This design comes from an exercise in tuning for a short achievable clock period and few clock cycles on the open sky130 flow, not from production work.
In this exercise RTL edits were held to simulation tests only and were not proved equivalent to the original.
Power figures rest on the tool's default switching activity, not on a simulated workload.

--- design/flow/config.mk ---
export PLATFORM = sky130hd
export DESIGN_NAME = top
export DESIGN_NICKNAME = top
export VERILOG_FILES = /design/flow/design.v
export SDC_FILE = /design/flow/constraint.sdc
export NUM_CORES = 8
export LEC_CHECK = 0
export CAP_MARGIN = 20
export CORE_MARGIN = 2
export CORE_UTILIZATION = 40
export SLEW_MARGIN = 20
--- design/flow/constraint.sdc ---
create_clock -name core_clock -period 11.0 [get_ports {clk}]
set_input_delay 2.2000 -clock core_clock [delete_from_list [all_inputs] [get_ports {clk}]]
set_output_delay 2.2000 -clock core_clock [all_outputs]
set_load 0.01 [all_outputs]
--- design/flow/design.v ---
`timescale 1ns/1ps
module top(input clk,sys_rst,
            input [15:0] din,
            output reg [15:0] dout,
            output reg dout_valid,      
            output din_ack,             
            output [15:0] imem_addr,    
            input [31:0] imem_data,     
            output halted
);
    reg [15:0] data_mem [15:0];  
    reg [31:0] IR;  
    reg [15:0] GPR [31:0];  
    reg [15:0] SGPR;  
    reg sign, zero, overflow, carry;  
    reg jump_flag;
    reg stop;
    reg [15:0] PC;  
    parameter idle = 0;  
    parameter fetch_inst = 1;  
    parameter dec_exec_inst = 2;  
    parameter next_inst = 3;  
    parameter sense_halt = 4;  
    parameter delay_next_inst = 5;  
    reg [2:0] state, next_state;
    reg [2:0] count;  
    wire [31:0] INST = imem_data;
    wire [4:0]  OP   = INST[31:27];
    wire [4:0]  RDST = INST[26:22];
    wire [4:0]  RS1  = INST[21:17];
    wire        IMM  = INST[16];
    wire [4:0]  RS2  = INST[15:11];
    wire [15:0] ISRC = INST[15:0];
    wire [15:0] A  = GPR[RS1];
    wire [15:0] B  = IMM ? ISRC : GPR[RS2];
    wire [15:0] RD = GPR[RDST];
    wire [15:0] DATA_MEM = data_mem[ISRC[3:0]];
    wire [31:0] mul_res  = A * B;
    wire [16:0] temp_sum = {1'b0, A} + {1'b0, B};
    wire [15:0] temp_dif = A - B;
    reg [15:0] result;
    reg        wr_gpr;
    always @(*) begin
        wr_gpr = 1'b1;
        result = RD;
        case (OP)
            5'b0: result = SGPR;
            5'b1:      result = IMM ? ISRC : A;
            5'b10:      result = temp_sum[15:0];
            5'b11:      result = temp_dif;
            5'b100:      result = mul_res[15:0];
            5'b101:    result = A | B;
            5'b110:   result = A & B;
            5'b111:   result = A ^ B;
            5'b1000:  result = A ~^ B;
            5'b1001:  result = ~(A & B);
            5'b1010:   result = ~(A | B);
            5'b1011:   result = IMM ? ~ISRC : ~A;
            5'b1111:   result = DATA_MEM;
            default:   wr_gpr = 1'b0;
        endcase
    end
    wire [15:0] RNEW = wr_gpr ? result : RD;
    reg jump_now;
    always @(*) begin
        case (OP)
            5'b10000:        jump_now = 1'b1;
            5'b10001:      jump_now = carry;
            5'b10010:    jump_now = ~carry;
            5'b10011:       jump_now = sign;
            5'b10100:     jump_now = ~sign;
            5'b10101:       jump_now = zero;
            5'b10110:     jump_now = ~zero;
            5'b10111:   jump_now = overflow;
            5'b11000: jump_now = ~overflow;
            default:      jump_now = 1'b0;
        endcase
    end
    wire sign_n  = (OP == 5'b100) ? mul_res[31] : RNEW[15];
    wire zero_n  = (OP == 5'b100) ? ~(|mul_res) : ~(|RNEW);
    wire carry_n = (OP == 5'b10) ? temp_sum[16] : 1'b0;
    wire overflow_n =
        (OP == 5'b10) ? ((~A[15] & ~B[15] &  RNEW[15]) | (A[15] &  B[15] & ~RNEW[15])) :
        (OP == 5'b11) ? ((~A[15] &  B[15] &  RNEW[15]) | (A[15] & ~B[15] & ~RNEW[15])) :
        1'b0;
    always @(posedge clk) begin
        if (sys_rst)
            state <= idle;
        else
            state <= next_state;
    end
    always @(*) begin
        case (state)
            idle:            next_state = fetch_inst;
            fetch_inst:      next_state = dec_exec_inst;
            dec_exec_inst:   next_state = delay_next_inst;
            delay_next_inst: next_state = (count < 4) ? delay_next_inst : next_inst;
            next_inst:       next_state = sense_halt;
            sense_halt:      next_state = stop ? sense_halt : fetch_inst;
            default:         next_state = idle;
        endcase
    end
    always @(posedge clk) begin
        case (state)
            delay_next_inst: count <= count + 1;
            default:         count <= 0;
        endcase
    end
    assign din_ack = (state == delay_next_inst) && (count == 0) && (IR[31:27] == 5'b1101);
    assign imem_addr = PC;
    assign halted = (state == sense_halt) && stop;
    always @(posedge clk) begin
        if (sys_rst) begin
            PC <= 16'h0;
            sign <= 1'b0;
            zero <= 1'b0;
            overflow <= 1'b0;
            carry <= 1'b0;
            jump_flag <= 1'b0;
            stop <= 1'b0;
            dout <= 16'h0;
            dout_valid <= 1'b0;
        end else begin
            dout_valid <= 1'b0;
            case (state)
                idle: begin
                    PC <= 16'h0;
                    stop <= 1'b0;
                end
                dec_exec_inst: begin
                    jump_flag <= jump_now;
                    stop <= (OP == 5'b11001);
                    sign <= sign_n;
                    zero <= zero_n;
                    carry <= carry_n;
                    overflow <= overflow_n;
                    if (OP == 5'b1110) begin
                        dout <= DATA_MEM;
                        dout_valid <= 1'b1;
                    end
                end
                next_inst: begin
                    if (jump_flag)
                        PC <= IR[15:0];
                    else
                        PC <= PC + 16'h1;
                end
                default: ;
            endcase
        end
    end
    always @(posedge clk) begin
        if (state == dec_exec_inst) begin
            IR <= INST;
            if (wr_gpr)
                GPR[RDST] <= result;
            if (OP == 5'b100)
                SGPR <= mul_res[31:16];
            if (OP == 5'b1100)
                data_mem[ISRC[3:0]] <= A;
        end
        if (din_ack)
            data_mem[IR[3:0]] <= din;
    end
endmodule
--- design/flow/run.sh ---
#!/bin/bash
# synth_recipe.tcl (not shown) runs the flow's synth.tcl, then flattens the netlist and writes it again
# the make line also repeats each setting of config.mk as NAME=value (left out here)
make -C /OpenROAD-flow-scripts/flow DESIGN_CONFIG=/design/flow/config.mk WORK_HOME=/design/flow/orfs CLKGATE_MAP_FILE= SYNTH_SCRIPT=/design/flow/synth_recipe.tcl finish
==> results_dict.tcl <==
set metrics [dict create \
    outcome "complete, no violations" \
    grt_max_degree 68 \
    synthTopCellsByArea "edfxtp_1, mux4_2, fa_1" \
    synth_cell_type_count 94 \
    reg2reg_from "GPR[2][4]" \
    ff2ff_setup_slack_ns 1.85 \
    cts_buffer_depth 3 \
    clock_latency_ns 0.74 \
    path_common_cell "fa_1" \
    final.setup.tns_ns 0 \
    holdCritStartpoint "dout[8]" \
    synth_xor_xnor_area_share 0.00804 \
    fin_util 0.471 \
    synthesis.area_mm2 0.0534 \
    hold_viol_final 0 \
    synth_edf_count 805 \
    yosysTopAreaCell "edfxtp_1" \
    die_y_um 369 \
    peakVddDrop_mv 0.972 \
    syn_inst 3901 \
    ys_warn_count 1 \
    tightest_slew_ns 1.17 \
    ctsHoldBuffers 0 \
    cts-root-buf "clkbuf_16" \
    cap_violations 0 \
    hpwlAfterDp_mm 137 \
    synthSimpleGateAreaFrac 0.0782 \
    start_util 0.401 \
    synth.most_common_cell "edfxtp_1" \
    synth_ff_type "edfxtp_1" \
    worstPathMaxFanout 37 \
    die_area_mm2 0.136 \
    cts.sinks 850 \
    hold_path.class "flip-flop to flip-flop" \
    crit_path_max_incr_delay_ns 0.58 \
    io_pins 85 \
    route.detailed.drc 0 \
    fin_skew_ns 0.0443 \
    antenna_left 0 \
    avgSynthCellArea_um2 13.7 \
    antenna_found_initial 4 \
    coreArea_mm2 0.133 \
    routed-via-count 38660 \
    fillers 11586 \
    chipWidth_um 369 \
    areaGrowthSynthToFinish_pct 17.4 \
    arrival_ns 11.27 \
    numCtsBuffers 91 \
    power_density_mw_per_mm2 338 \
    setup_ws_ns 0.372 \
    r2r-end "zero" \
    relSlewSlack 0.221 \
    antenna_cells_inserted 0 \
    grt.overflow.total 0 \
    dpl_worst_slack_ns -0.397 \
    first_global_vias 37447 \
    worstSetupEndpointType "flip-flop" \
    synth_nets 4304 \
    muxShareOfSynthArea 0.219 \
    synthTopCellsByCount "edfxtp_1, mux4_2, nor2_1, inv_1, nand2_1" \
    avgViaCountPerCell 6.31 \
    place_congestion 0.997 \
    synth_top_area_share 0.453 \
    final_layout_size_suffix_gt1_frac 0.275 \
    period_share 0.966 \
    dr.pass1.iters 7 \
    required_ns 11.64 \
    clock.fmax_mhz 94.1 \
    row_count 134 \
    synth-compound-area-share 0.0733 \
    portBuffers 84 \
    clk_pin_slew_worst_paths_ns 0.06 \
    drt-total-wl_mm 191 \
    r2r.worst_path.cells 31 \
    drtIter0Drc 6115 \
    rsz0062_at_grt "no" \
    grtUsageTotal 0.277 \
    synth_top_family_by_area "multiplexers" \
    seqCellArea_mm2 0.0251 \
    multi_input_area_mm2 0.0264 \
    crit_type "primary input to flip-flop" \
    synth-seq-cells 850 \
    cts.htree.levels 3 \
    cts_tree "built" \
    startpoint_type "primary input" \
    holdPathStages 2 \
    ys_seq_area_frac 0.470 \
    hold_end "dout[8]" \
    final_nets 4693 \
    report.final.slew_viol_count 0 \
    grt_pass1_wl_mm 271 \
    synthArstFlopShare 0 \
    yosys.area_share.adder 0.110 \
    fin_hold_ws_ns 0.452 \
    min_period_ns 10.63 \
    wire_per_inst_um 31.2 \
    setup-violations-final 0 \
    crit_slowest_cell "fa_1" \
    total_power_mw 21.2 \
    cellLeakagePower_nw 22.7 \
]
-- critical path: cells and delay by family --
kind,cells,cell delay [ns]
buffers and inverters,8,1.27
XOR/XNOR,1,0.16
adder cells (fa/ha/maj),7,3.27
AO/OA/AOI/OAI,5,1.09
AND/OR/NAND/NOR,7,1.96
multiplexers,3,1.26
-- final cells by class --
| type | instances | area share |
|---|---|---|
| repair buffers | 553 | 0.0747 |
| clock inverters | 57 | 0.0128 |
| clock buffers | 106 | 0.0376 |
| flip-flops and latches | 850 | 0.400 |
| multi-input cells | 2485 | 0.421 |
| inverters | 309 | 0.0185 |
| well taps | 1768 | 0.0353 |
-- placed cells by master, fill, tap and decap left out, types with 16 or more instances in the layout --
| master | instances |
|---|---|
| nand2b_1 | 22 |
| a21o_1 | 20 |
| edfxtp_1 | 805 |
| nor2_2 | 50 |
| fa_1 | 195 |
| clkdlybuf4s50_1 | 67 |
| a22oi_1 | 48 |
| ha_1 | 158 |
| buf_12 | 29 |
| xor2_1 | 16 |
| o21ai_0 | 76 |
| a21oi_1 | 127 |
| dfxtp_1 | 45 |
| mux2_2 | 16 |
| nand3_1 | 40 |
| clkbuf_16 | 92 |
| o22ai_1 | 82 |
| bufinv_16 | 17 |
| buf_4 | 446 |
| mux2i_1 | 150 |
| nor2b_1 | 32 |
| o211ai_1 | 21 |
| nand4_1 | 19 |
| clkinv_1 | 33 |
| inv_1 | 291 |
| mux4_2 | 444 |
| nor2_1 | 277 |
| nor3_1 | 45 |
| xnor2_1 | 33 |
| nor4_1 | 18 |
| nand2_1 | 264 |
-- what timing repair did --
item / 4_1_cts / 5_1_grt
gates resized for setup: 0 / 2
buffers inserted: 0 / 0
endpoints found under the setup margin: 0 / 1
endpoints found under the hold margin: 0 / 0
-- logic make-up after synthesis --
group	Yosys count
adders and majority gates	353
xor gates and xnor gates	49
muxes	611
buffers and inverters	566
and+or+nand+nor	892
AOI/OAI and AO/OA	580
DFF	850
-- through the flow --
step,instance area [µm²],instances
after floorplan,53400,3901
final,62600,6128
after global placement,59400,5964
after global routing,62600,6128
after CTS,62600,6128
after detailed placement,59400,5965
-- sequential cells by signal, indices dropped and copies added, names as in the netlist --
register    cells
overflow        1
PC             16
carry           1
IR             21
dout_valid      1
zero            1
dout           16
state           3
data_mem      256
jump_flag       1
sign            1
count           3
SGPR           16
GPR           512
stop            1
-- how the worst max path moves through the flow --
stage / from / endpoint / cells past startpoint
final: imem_data[11] / zero / 31
after global routing: imem_data[11] / zero / 32
after CTS: imem_data[11] / zero / 32
after detailed placement: imem_data[11] / zero / 30
after global placement: imem_data[11] / zero / 31
after floorplan: imem_data[18] / zero / 34
-- where the power goes --
part           internal (mW)  switching (mW)
clock network           1.94            1.36
registers               3.89         0.00775
logic                   6.42            7.55
-- routing by layer --
metal | part of all wire | wire [µm] | global-route usage
met1 | 0.38 | 72600 | 0.380
met2 | 0.44 | 84900 | 0.417
met3 | 0.11 | 21400 | 0.0530
met4 | 0.064 | 12200 | 0.150
met5 | 0.00017 | 32 | 0
Testbench counts, summed over its fixed seeds: cycles 614,449.

## separate check: timing with driven ports
How much do the figures lean on ideal ports? The routed layout below was timed once more, with nothing changed but the port constraints. Step 1, drivers: a clkbuf_16 drives clk and a buf_2 each remaining input, both assumed. Step 2 also shifts input and output timing later by t, the mid clock arrival at the registers, as if the neighbouring blocks saw the same clock. Three values: ideal ports, drivers, drivers and shift; two values: the first two.
t (ns): 0.789
slack for setup (ns): 0.372 / 0.386 / -0.403
slew at the worst register clock pin (ns): 0.07 / 0.07
worst data-port slew with drivers (ns): 0.12
With both steps, setup timing fails in this run, where it was met with ideal ports. The setup slack of this run moves by +0.014 ns with the drivers and by -0.775 ns with both steps.
